Source: an optimization exercise on an open RTL-to-GDS flow (aim: small area, a short achievable clock period and few clock cycles per item). Production flows keep margins and buffers that such runs may drop. In this exercise RTL edits were held to simulation tests only and were not proved equivalent to the original.

==> inputs of run a <==
## divider
module divider #(MANT_BITS=23, EXP_BITS=8)(
	input wire clk,
	input wire reset_n,
	input wire input_valid,
	input logic [EXP_BITS+MANT_BITS:0] in_a,
	input logic [EXP_BITS+MANT_BITS:0] in_b,
	output logic [EXP_BITS+MANT_BITS:0] data_out,
	output logic output_valid
);
==> module divider, before the edit <==
module divider #(MANT_BITS=23, EXP_BITS=8)(
	input wire clk,
	input wire reset_n,
	input wire input_valid,
	input logic [EXP_BITS+MANT_BITS:0] in_a,
	input logic [EXP_BITS+MANT_BITS:0] in_b,
	output logic [EXP_BITS+MANT_BITS:0] data_out,
	output logic output_valid
);
localparam int K  = 8;
localparam int NC = 24 / K;
localparam logic [2:0] S_IDLE = 3'd0, S_FAST = 3'd1, S_DONE = 3'd2, S_CLR = 3'd3,
                       S_SPC  = 3'd4, S_DIV  = 3'd5, S_QCLR = 3'd6;
logic [2:0]  st, st_n;
logic [1:0]  fc;                  
logic [24:0] R, R_n;              
logic [23:0] B;                   
logic [23:0] Q, Q_n;              
logic signed [9:0] X, X_n;        
logic [7:0]  ea_r, eb_r;
logic        s_r;
always_ff @(posedge clk) begin
	ea_r <= in_a[30:23];
	eb_r <= in_b[30:23];
	s_r  <= in_a[31] ^ in_b[31];
	B    <= {|in_b[30:23], in_b[22:0]};
end
wire [24:0] a_in = {1'b0, |in_a[30:23], in_a[22:0]};
logic [24:0] r [0:K];
logic [K-1:0] q;                  
always_comb begin
	r[0] = R;
	for (int i = 0; i < K; i++) begin
		logic [25:0] d;
		d = {1'b0, r[i]} - {2'b0, (i == 0) ? B : {1'b1, B[22:0]}};
		q[K-1-i] = ~d[25];
		r[i+1] = d[25] ? {r[i][23:0], 1'b0} : {d[23:0], 1'b0};
	end
end
wire [7:0] eap = (ea_r == 8'd0) ? 8'd1 : ea_r;
wire [7:0] ebp = (eb_r == 8'd0) ? 8'd1 : eb_r;
wire signed [9:0] ea_s = {2'b0, eap};
wire signed [9:0] eb_s = {2'b0, ebp};
wire signed [9:0] Ef = ea_s - eb_s + 10'sd127;
wire a_max = &ea_r;
wire b_max = &eb_r;
wire a_min = ~|ea_r;
wire b_min = ~|eb_r;
wire a_zero = a_min && (Q[22:0] == 23'd0);       
wire b_zero = b_min && (B == 24'd0);
wire inf_sp  = a_max || (!b_max && b_zero);
wire zero_sp = b_max || a_zero;
wire q_zero = (Q == 24'd0);
wire last   = (fc == 2'(NC-1));
wire q23    = Q[K*(NC-1)-1];
wire signed [9:0] Xfast = Ef - {9'd0, ~q23};
wire fast_ok = !a_max && !b_max && !a_min && !b_min && (Xfast[9:8] == 2'b00)
               && (Xfast[7:0] != 8'd0) && (Xfast[7:0] != 8'd255);
wire signed [9:0] Dx = X - Ef;
wire zf    = (Dx <= 10'sd0);      
wire feed  = (Dx >= 10'sd25);     
wire valid = (Dx <= 10'sd25);     
wire signed [9:0] Xm1 = X - 10'sd1;
wire start = input_valid && (st == S_IDLE || st == S_DONE);
always_comb begin
	st_n = st;
	R_n  = a_in;
	Q_n  = {Q[22:0], 1'b0};
	X_n  = Xfast;
	case (st)
		S_IDLE, S_DONE: begin
			st_n = start ? S_FAST : S_IDLE;
		end
		S_FAST: begin
			R_n = r[K];
			if (last && !q23) Q_n = {Q[22-K:0], q, 1'b0};
			else              Q_n = {Q[23-K:0], q};
			if (last) begin
				st_n = fast_ok ? S_DONE : S_CLR;
			end
		end
		S_CLR: begin
			R_n  = 25'd0;
			Q_n  = a_in[23:0];
			X_n  = Ef + 10'sd48;
			st_n = S_SPC;
		end
		S_SPC: begin
			R_n = 25'd0;
			Q_n = a_in[23:0];
			X_n = Ef + 10'sd48;
			if (inf_sp) begin
				X_n = 10'sd255; st_n = S_QCLR;
			end else if (zero_sp) begin
				X_n = 10'sd0; st_n = S_QCLR;
			end else
				st_n = S_DIV;
		end
		S_DIV: begin
			R_n = {r[1][24:1], feed & Q[23]};
			Q_n = {Q[22:0], q[K-1] & ~zf};
			X_n = Xm1;
			if (valid && Q[22]) begin
				if (Xm1 >= 10'sd256 || (Xm1 == 10'sd255 && Xm1 <= Ef)) begin
					X_n = 10'sd255; st_n = S_QCLR;
				end else st_n = S_DONE;
			end else if (X <= 10'sd2) begin
				X_n = 10'sd0; st_n = valid ? S_DONE : S_QCLR;
			end else if (zf && q_zero) begin
				X_n = 10'sd0; st_n = S_DONE;
			end
		end
		S_QCLR: begin
			X_n = X[0] ? 10'sd255 : 10'sd0;
			if (q_zero) st_n = S_DONE;
		end
		default: st_n = S_IDLE;
	endcase
end
always_ff @(posedge clk, negedge reset_n) begin
	if (!reset_n) begin
		st <= S_IDLE;
		output_valid <= 1'b0;
	end else begin
		st <= st_n;
		output_valid <= (st_n == S_DONE);
	end
end
always_ff @(posedge clk) begin
	fc <= (st == S_FAST) ? fc + 2'd1 : 2'd0;
	R <= R_n;
	Q <= Q_n;
	X <= X_n;
end
assign data_out = {s_r, X[7:0], Q[22:0]};
endmodule
clock: 160.0 ns
lec_check: 0
cap_margin: 20
core_margin: 2
core_utilization: 60
slew_margin: 20
standard.sh (not shown) runs the stock make flow with config.mk's settings and CLKGATE_MAP_FILE= SYNTH_SCRIPT=/design/flow/synth_recipe.tcl, a recipe that flattens the netlist after the stock synthesis.
==> flow/flow/run.sh <==
#!/bin/bash
cp standard.sh standard_sh.log
export BUFFER_PORTS_ARGS="-buffer_cell sky130_fd_sc_hd__buf_1"
bash standard.sh > standard.log 2>&1
==> run b (differences from run a) <==
==> flow/design.v (replaced) <==
module divider #(MANT_BITS=23, EXP_BITS=8)(
	input wire clk,
	input wire reset_n,
	input wire input_valid,
	input logic [EXP_BITS+MANT_BITS:0] in_a,
	input logic [EXP_BITS+MANT_BITS:0] in_b,
	output logic [EXP_BITS+MANT_BITS:0] data_out,
	output logic output_valid
);
localparam int K  = 8;
localparam int NC = 24 / K;
localparam logic [2:0] S_IDLE = 3'd0, S_FAST = 3'd1, S_DONE = 3'd2, S_CLR0 = 3'd3,
                       S_CLR  = 3'd4, S_DIV  = 3'd5, S_INFC = 3'd6;
logic [2:0]  st, st_n;
logic [1:0]  fc;                  
logic [24:0] R, R_n;              
logic [23:0] B, B_n;              
logic [23:0] Q, Q_n;              
logic signed [9:0] X, X_n;        
logic [7:0]  ea_r, eb_r;
logic        s_r;
logic        ov_n;
always_ff @(posedge clk) begin
	ea_r <= in_a[30:23];
	eb_r <= in_b[30:23];
	s_r  <= in_a[31] ^ in_b[31];
end
wire [24:0] a_in = {1'b0, |in_a[30:23], in_a[22:0]};
wire [23:0] b_in = {|in_b[30:23], in_b[22:0]};
logic [24:0] r [0:K];
logic [K-1:0] q;                  
always_comb begin
	r[0] = R;
	for (int i = 0; i < K; i++) begin
		logic [25:0] d;
		d = {1'b0, r[i]} - {2'b0, B};
		q[K-1-i] = ~d[25];
		r[i+1] = d[25] ? {r[i][23:0], 1'b0} : {d[23:0], 1'b0};
	end
end
wire [7:0] eap = (ea_r == 8'd0) ? 8'd1 : ea_r;
wire [7:0] ebp = (eb_r == 8'd0) ? 8'd1 : eb_r;
wire signed [9:0] ea_s = {2'b0, eap};
wire signed [9:0] eb_s = {2'b0, ebp};
wire signed [9:0] Ef = ea_s - eb_s + 10'sd127;
wire a_max = &ea_r;
wire b_max = &eb_r;
wire a_min = ~|ea_r;
wire b_min = ~|eb_r;
wire a_zero = a_min && (R[22:0] == 23'd0);       
wire b_zero = b_min && (B == 24'd0);
wire inf_sp  = a_max || (!b_max && b_zero);
wire zero_sp = b_max || a_zero;
wire q_zero = (Q == 24'd0);
wire last   = (fc == 2'(NC-1));
wire q23    = (NC == 1) ? q[K-1] : Q[K*(NC-1)-1];
wire signed [9:0] Xfast = Ef - {9'd0, ~q23};
wire fast_ok = !a_max && !b_max && !a_min && !b_min && (Xfast >= 10'sd1) && (Xfast <= 10'sd254);
wire zf = (X <= Ef);              
wire signed [9:0] Xm1 = X - 10'sd1;
wire start = input_valid && (st == S_IDLE || st == S_DONE);
always_comb begin
	st_n = st;
	R_n  = r[1];
	Q_n  = {Q[22:0], 1'b0};
	X_n  = X;
	B_n  = b_in;
	case (st)
		S_IDLE, S_DONE: begin
			st_n = start ? S_FAST : S_IDLE;
			R_n  = a_in;
		end
		S_FAST: begin
			R_n = r[K];
			if (last && !q23) Q_n = {Q[22-K:0], q, 1'b0};
			else              Q_n = {Q[23-K:0], q};
			X_n = Xfast;
			if (last) st_n = fast_ok ? S_DONE : S_CLR0;
		end
		S_CLR0: begin
			R_n  = a_in;
			X_n  = Ef + 10'sd24;
			st_n = S_CLR;
		end
		S_CLR: begin
			R_n = a_in;
			B_n = B[23] ? B : {B[22:0], 1'b0};
			X_n = B[23] ? X : X + 10'sd1;
			if (q_zero && (B[23] || inf_sp || zero_sp)) begin
				if (inf_sp) begin
					X_n = 10'sd255; st_n = S_DONE;
				end else if (zero_sp || X <= 10'sd1) begin
					X_n = 10'sd0; st_n = S_DONE;
				end else
					st_n = S_DIV;
			end
		end
		S_DIV: begin
			B_n = B;
			Q_n = {Q[22:0], q[K-1] & ~zf};
			X_n = Xm1;
			if (Q[22]) begin
				if (Xm1 >= 10'sd256 || (Xm1 == 10'sd255 && Xm1 <= Ef)) st_n = S_INFC;
				else st_n = S_DONE;
			end else if (X <= 10'sd2 || (zf && q_zero)) begin
				X_n = 10'sd0; st_n = S_DONE;
			end
		end
		S_INFC: begin
			X_n = 10'sd255;
			if (q_zero) st_n = S_DONE;
		end
		default: st_n = S_IDLE;
	endcase
end
assign ov_n = (st_n == S_DONE);
always_ff @(posedge clk, negedge reset_n) begin
	if (!reset_n) begin
		st <= S_IDLE;
		output_valid <= 1'b0;
	end else begin
		st <= st_n;
		output_valid <= ov_n;
	end
end
always_ff @(posedge clk) begin
	fc <= (st == S_FAST) ? fc + 2'd1 : 2'd0;
	R <= R_n;
	B <= B_n;
	Q <= Q_n;
	X <= X_n;
end
assign data_out = {s_r, X[7:0], Q[22:0]};
endmodule
==> flow/run.sh (new file) <==
#!/bin/bash
# synth_recipe.tcl (not shown) runs the flow's synth.tcl, then flattens the netlist and writes it again
# the make line also repeats each setting of config.mk as NAME=value (left out here)
make -C /OpenROAD-flow-scripts/flow DESIGN_CONFIG=/design/flow/config.mk WORK_HOME=/design/flow/orfs CLKGATE_MAP_FILE= SYNTH_SCRIPT=/design/flow/synth_recipe.tcl finish
removed: flow/flow/run.sh
removed: flow/standard.sh
==> run c (differences from run a) <==
--- a/flow/design.v
+++ b/flow/design.v
@@ -34,3 +34,3 @@
 		logic [25:0] d;
-		d = {1'b0, r[i]} - {2'b0, (i == 0) ? B : {1'b1, B[22:0]}};
+		d = {1'b0, r[i]} - {2'b0, B};
 		q[K-1-i] = ~d[25];
@@ -68,3 +68,3 @@
 	Q_n  = {Q[22:0], 1'b0};
-	X_n  = Xfast;
+	X_n  = X;
 	case (st)
@@ -79,2 +79,3 @@
 				st_n = fast_ok ? S_DONE : S_CLR;
+				X_n  = Xfast;
 			end
@@ -90,3 +91,2 @@
 			Q_n = a_in[23:0];
-			X_n = Ef + 10'sd48;
 			if (inf_sp) begin
@@ -113,3 +113,2 @@
 		S_QCLR: begin
-			X_n = X[0] ? 10'sd255 : 10'sd0;
 			if (q_zero) st_n = S_DONE;
==> notes <==
Of run b and run a, run a has the higher global-route usage (gap 1.8 points).
The highest fmax belongs to run a, the lowest to run b.
Between run a and run c, the lower worst hold slack is in run a (gap 35 ps).
In run a the sequential share of layout area is lower than in run b, by 1.0 points.
In flip-flop and latch count, run a and run b do not differ.
The lowest final area belongs to run a, the highest to run b.
Utilization, lowest first: run a, run c, run b.
Testbench counts of run a, summed over its fixed seeds: cycles 12,800, items 3,200.
Testbench counts of run b, summed over its fixed seeds: cycles 12,800, items 3,200.
Testbench counts of run c, summed over its fixed seeds: cycles 12,800, items 3,200.

==> port drivers added, routing unchanged <==
In the flow no input, the clock included, has a driving cell. The finished layouts below were timed again as built, in two steps.
Step 1, drivers: a clkbuf_16 drives clk and a buf_2 each remaining input, both assumed.
Step 2, shift: input delay + t, output delay - t, t = (earliest + latest rising clock arrival at the registers) / 2. This alone moves slack from input paths to output paths.
a / b / c = ideal / step 1 / step 2; a / b = the first two.
| run | t (ns) | setup WS [ns] | latest minus earliest clock arrival (ns) | slew at the worst register clock pin (ns) | worst slew at a driven data input, ns |
|---|---|---|---|---|---|
| run a | 0.431 | 126.935 / 126.880 / 126.914 | 0.023 / 0.023 | 0.10 / 0.10 | 0.05 |
| run b | 0.425 | 126.376 / 126.322 / 126.500 | 0.014 / 0.015 | 0.08 / 0.08 | 0.05 |
| run c | 0.416 | 126.899 / 126.850 / 126.663 | 0.018 / 0.018 | 0.09 / 0.09 | 0.08 |
After both steps setup and hold are still met in every run listed. For run c, which loses most, drivers alone change the setup slack by -0.049 ns; drivers and shift together by -0.236 ns.
